Source: an optimization exercise on an open RTL-to-GDS flow (aim: small area). Production flows keep margins and buffers that such runs may drop. Function was checked by simulation only, so behaviour that the tests miss may differ from the original. Power and IR drop assume default switching activity.

== try-zinc ==
==> flow/design.v <==
`timescale 1ns / 1ps
module jesd204b_link (
    input         clock,
    input         reset,
    input  [43:0] tx_datain,
    output [79:0] tx_out,
    input  [79:0] rx_in,
    output [43:0] rx_dataout
    );
    function [9:0] enc;
        input [7:0] x;
        input       rd;
        reg A, B, C, D, E, F, G, H;
        reg L40, L31, L22, L13, L04;
        reg PD1S6, ND1S6, PD0S6, RD6, ND1S4, ND0S4, PD1S4, rd_s4;
        reg C6, C4, S;
        reg a, b, c, d, e, i, f, g, h, j;
        begin
            {H, G, F, E, D, C, B, A} = x;
            L40 = A & B & C & D;
            L04 = ~A & ~B & ~C & ~D;
            L13 = ((A ^ B) & ~C & ~D) | (~A & ~B & (C ^ D));
            L31 = ((A ^ B) & C & D) | (A & B & (C ^ D));
            L22 = (A & B & ~C & ~D) | (~A & ~B & C & D) | ((A ^ B) & (C ^ D));
            PD1S6 = (L13 & D & E) ^ (~L22 & ~L31 & ~E);
            ND1S6 = (L31 & ~D & ~E) | (E & ~L22 & ~L13);
            PD0S6 = E & ~L22 & ~L13;
            RD6 = PD0S6 | PD1S6;
            ND1S4 = F & G;
            ND0S4 = ~F & ~G;
            PD1S4 = ND0S4;
            rd_s4 = RD6 ^ rd;
            C6 = (PD1S6 & ~rd) | (ND1S6 & rd);
            C4 = (PD1S4 & ~rd_s4) | (ND1S4 & rd_s4);
            S = (rd_s4 & L31 & D & ~E) ^ (~rd_s4 & L13 & ~D & E);
            a = A ^ C6;
            b = ((~L40 & B) | L04) ^ C6;
            c = (L04 | C) ^ (L13 & D & E) ^ C6;
            d = (D & ~L40) ^ C6;
            e = (~(L13 & D & E) & E) ^ (~E & L13) ^ C6;
            i = (~E & L22) ^ (L04 & E) ^ (E & L40) ^ (E & L13 & ~D) ^ C6;
            f = (F & ~(S & F & G & H)) ^ C4;
            g = (G | (~F & ~G & ~H)) ^ C4;
            h = H ^ C4;
            j = ((S & F & G & H) | ((F ^ G) & ~H)) ^ C4;
            enc = {a, b, c, d, e, i, f, g, h, j};
        end
    endfunction
    function rdc;
        input [7:0] x;
        reg A, B, C, D, E, F, G, H;
        reg L31, L22, L13;
        begin
            {H, G, F, E, D, C, B, A} = x;
            L13 = ((A ^ B) & ~C & ~D) | (~A & ~B & (C ^ D));
            L31 = ((A ^ B) & C & D) | (A & B & (C ^ D));
            L22 = (A & B & ~C & ~D) | (~A & ~B & C & D) | ((A ^ B) & (C ^ D));
            rdc = ((E & ~L22 & ~L13) | ((L13 & D & E) ^ (~L22 & ~L31 & ~E)))
                ^ ((F & G & H) | (~F & ~G));
        end
    endfunction
    function [7:0] dec;
        input [9:0] y;
        reg a, b, c, d, e, i, f, g, h, j;
        reg P13, P22, P31;
        reg A, B, C, D, E, F, G, H;
        begin
            {a, b, c, d, e, i, f, g, h, j} = y;
            P13 = ((a ^ b) & ~c & ~d) | (~a & ~b & (c ^ d));
            P31 = ((a ^ b) & c & d) | (a & b & (c ^ d));
            P22 = (a & b & ~c & ~d) | (c & d & ~a & ~b) | ((a ^ b) & (c ^ d));
            A = a ^ ((P22 & ~b & ~c & ~(e ^ i)) | (P31 & i) | (P13 & d & e & i) |
                     (P22 & ~a & ~c & ~(e ^ i)) | (P13 & ~e) | (a & b & e & i) |
                     (~c & ~d & ~e & ~i));
            B = b ^ (((a & b & e & i) | ~(c | d | e | i) | (P31 & i))
                  ^ ((P22 & a & c & ~(e ^ i)) | (P13 & ~e))
                  ^ ((P22 & b & c & ~(e ^ i)) | (P13 & d & e & i)));
            C = c ^ (((P31 & i) | (P22 & b & c & ~(e ^ i)) | (P13 & d & e & i))
                  | ((P22 & ~a & ~c & ~(e ^ i)) | (P13 & ~e))
                  | ((P13 & ~e) | ~(c | d | e | i) | ~(a | b | e | i)));
            D = d ^ (((a & b & e & i) | ~(c | d | e | i) | (P31 & i))
                  ^ ((P22 & a & c & ~(e ^ i)) | (P13 & ~e))
                  ^ ((P13 & d & e & i) | (P22 & ~b & ~c & ~(e ^ i))));
            E = e ^ (((P22 & ~a & ~c & ~(e ^ i)) | (P13 & ~i))
                  ^ ((P13 & ~e) | ~(c | d | e | i) | ~(a | b | e | i))
                  ^ ((P13 & d & e & i) | (P22 & ~b & ~c & ~(e ^ i))));
            F = f ^ (((g & h & j) | (f & h & j) | ((h ^ j) & ~(c | d | e | i)))
                  ^ ((f & g & j) | ~(f | g | h) | (~f & ~g & h & j)));
            G = g ^ (((f & g & j) | ~(f | g | h) | (~f & ~g & h & j))
                  ^ ((~f & ~h & ~j) | ((h ^ j) & ~(c | d | e | i)) | (~g & ~h & ~j)));
            H = h ^ (((f & g & j) | ~(f | g | h) | (~f & ~g & h & j))
                  ^ ((~g & ~h & ~j) | (f & h & j) | ((h ^ j) & ~(c | d | e | i))));
            dec = {H, G, F, E, D, C, B, A};
        end
    endfunction
    reg p0, p1, p2, p3;
    always @(posedge clock) begin
        p0 <= reset;
        p1 <= p0;
        p2 <= p1;
        p3 <= p2;
    end
    wire live  = ~(p0 | p1 | p2 | p3);    
    wire flush = p2 | p3;                 
    integer k;
    reg [63:0] tw, sw;
    reg [43:0] tx_sc;
    always @(*) begin
        tw = 64'd0;
        for (k = 0; k < 4; k = k + 1)
            tw[16*k +: 16] = {tx_datain[11*k +: 11], 5'b00000};
        sw = tw;
        for (k = 47; k >= 0; k = k - 1)
            sw[k] = tw[k] ^ sw[k+14] ^ sw[k+15];
        for (k = 0; k < 4; k = k + 1)
            tx_sc[11*k +: 11] = sw[16*k+5 +: 11];
    end
    reg [43:0] t1, t2, t3;
    always @(posedge clock) begin
        t1 <= tx_sc;
        t2 <= t1;
        t3 <= t2;
    end
    reg [63:0] pw;
    always @(*) begin
        pw = 64'd0;
        for (k = 0; k < 4; k = k + 1)
            pw[16*k+5 +: 11] = t3[11*k +: 11];
        for (k = 47; k >= 0; k = k - 1)
            if ((k % 16) < 5) pw[k] = pw[k+14] ^ pw[k+15];
    end
    reg [43:0] t4;
    reg [4:0]  t4a;    
    reg [1:0]  t4b;    
    reg        t4c;    
    always @(posedge clock) begin
        t4  <= t3;
        t4a <= pw[4:0];
        t4b <= pw[17:16];
        t4c <= pw[32];
    end
    reg [63:0] qw;
    always @(*) begin
        qw = 64'd0;
        for (k = 0; k < 4; k = k + 1)
            qw[16*k+5 +: 11] = t4[11*k +: 11];
        qw[4:0]   = t4a;
        qw[17:16] = t4b;
        qw[18]    = qw[46];    
        qw[19]    = qw[47];
        qw[32]    = t4c;
        qw[33]    = qw[47];
    end
    reg [7:0] rd;
    reg [7:0] rd_nx;
    reg [79:0] tx_code;
    always @(*) begin
        for (k = 0; k < 8; k = k + 1) begin
            rd_nx[k] = ~p1 & (rd[k] ^ (~flush & rdc(qw[8*k +: 8])));
            tx_code[10*k +: 10] = enc(qw[8*k +: 8], rd[k]);
        end
    end
    always @(posedge clock) rd <= rd_nx;
    wire tx_first = ~p0 & p1;
    wire tx_zero  = ~p0 & ~p1 & flush;
    assign tx_out = ({80{live}} & tx_code)
                  | ({80{tx_zero}} & {8{10'b1001110100}})
                  | ({80{tx_first}} & {8{10'b0000000100}});
    reg [63:0] rw;
    reg [43:0] rx_dsc;
    always @(*) begin
        for (k = 0; k < 8; k = k + 1)
            rw[8*k +: 8] = dec(rx_in[10*k +: 10]);
        for (k = 0; k < 4; k = k + 1)
            rx_dsc[11*k +: 11] = rw[16*k+5 +: 11];
        for (k = 0; k < 3; k = k + 1)
            rx_dsc[11*k +: 11] = rw[16*k+5 +: 11] ^ rw[16*k+19 +: 11] ^ rw[16*k+20 +: 11];
    end
    reg [43:0] r1, r2, r3, r4;
    always @(posedge clock) begin
        r1 <= rx_dsc;
        r2 <= r1;
        r3 <= r2;
        r4 <= r3;
    end
    assign rx_dataout = {44{live}} & r4;
endmodule
clock: 4.0 ns
lec_check: 0
abc_area: 1
cap_margin: 20
core_margin: 2
core_utilization: 40
slew_margin: 20
run.sh (not shown) runs the stock make flow with config.mk's settings and CLKGATE_MAP_FILE= SYNTH_SCRIPT=/design/flow/synth_recipe.tcl, a recipe that flattens the netlist after the stock synthesis.
try-zinc finished all stages; the layout is clean.
Input changes introduced in try-garnet (baseline for comparison: try-zinc):
# try-zinc
export LEC_CHECK = 0
export ABC_AREA = 1
export CAP_MARGIN = 20
export CORE_MARGIN = 2
export CORE_UTILIZATION = 40
export SLEW_MARGIN = 20
create_clock -name core_clock -period 4.0 [get_ports {clock}]
# try-garnet
export LEC_CHECK = 0
export CAP_MARGIN = 20
export CORE_MARGIN = 2
export CORE_UTILIZATION = 40
export SLEW_MARGIN = 20
create_clock -name core_clock -period 4.0 [get_ports {clock}]
Results
Area after synthesis for try-garnet: 3.0% up relative to try-zinc
Compared with try-zinc, try-garnet shows number of instances in the placed design that has gone down by more than 10%.
Compared with try-zinc, try-garnet shows number of cells in the finished layout apart from fillers lower by 313.
Delta (try-garnet minus try-zinc): final period demand of the worst path increased by 0.085 ns relative to the old numbers, met3 routed wirelength went up by about 40%.
try-garnet against try-zinc: total power moved up, synthesized cell count went down 14%, design internal power up about 9%, routed length per placed instance rose 23%.
Floorplan check, try-garnet vs try-zinc: die outline larger in try-garnet
Worst setup path endpoint: tx_out[16] -> try-zinc, tx_out[72] -> try-garnet
When try-garnet is measured against try-zinc, its global-route usage turns out 0.76 points higher.
diff inputs: try-garnet => try-xenon
# try-garnet
export LEC_CHECK = 0
export CAP_MARGIN = 20
export CORE_MARGIN = 2
export CORE_UTILIZATION = 40
export SLEW_MARGIN = 20
create_clock -name core_clock -period 4.0 [get_ports {clock}]
# try-xenon
export LEC_CHECK = 0
export ABC_AREA = 1
export CAP_MARGIN = 20
export CORE_MARGIN = 2
export CORE_UTILIZATION = 40
export CTS_BUF_LIST = sky130_fd_sc_hd__clkbuf_4 sky130_fd_sc_hd__clkbuf_8
export CTS_CLUSTER_SIZE = 40
export SLEW_MARGIN = 20
create_clock -name core_clock -period 4.0 [get_ports {clock}]
[summary]
try-xenon finished every stage and its layout cleared the timing, design-rule and antenna checks. Post-CTS setup repair buffer count for try-xenon: 8 down relative to try-garnet. On relative area change from synthesis to final layout: between try-garnet and try-xenon, it ends up lower for try-garnet. | total length of routed met3 wires | try-xenon vs try-garnet | 620 um lower |. Sort try-garnet and try-xenon by share of the synthesized area in compound gates (AO/OA/AOI/OAI), descending, and try-garnet comes first.

[afterwards: timing with drivers on the ports]
The results above use ideal ports. As a check the final layouts listed here were re-extracted and re-timed, cells and wires unchanged. Step 1 (the two cells are an assumption about what drives the block):
set clk [get_ports {clock}]
set_driving_cell -lib_cell sky130_fd_sc_hd__clkbuf_16 $clk
set_driving_cell -lib_cell sky130_fd_sc_hd__buf_2 [delete_from_list [all_inputs] $clk]
Step 2 moves the port delays by t, midway between the first and last clock arrival at a register: inputs arrive t later, outputs are due t later. That takes back most of the time a late clock gives input paths. Three values: no drivers, after step 1, after step 2; two values: the first two.
| run | t, ns | slack for setup (ns) | worst hold slack (ns) | worst setup path at the end | pins driven straight from the clock port |
|---|---|---|---|---|---|
| try-zinc | 0.570 | 0.223 / 0.171 / 0.600 | 0.317 / 0.317 / 0.317 | input to register | 1 |
| try-garnet | 0.573 | 0.137 / 0.085 / 0.230 | 0.321 / 0.321 / 0.321 | input to register | 1 |
| try-xenon | 0.627 | 0.232 / 0.182 / 0.579 | 0.313 / 0.313 / 0.313 | input to register | 1 |
After both steps setup and hold are still met in every run listed.
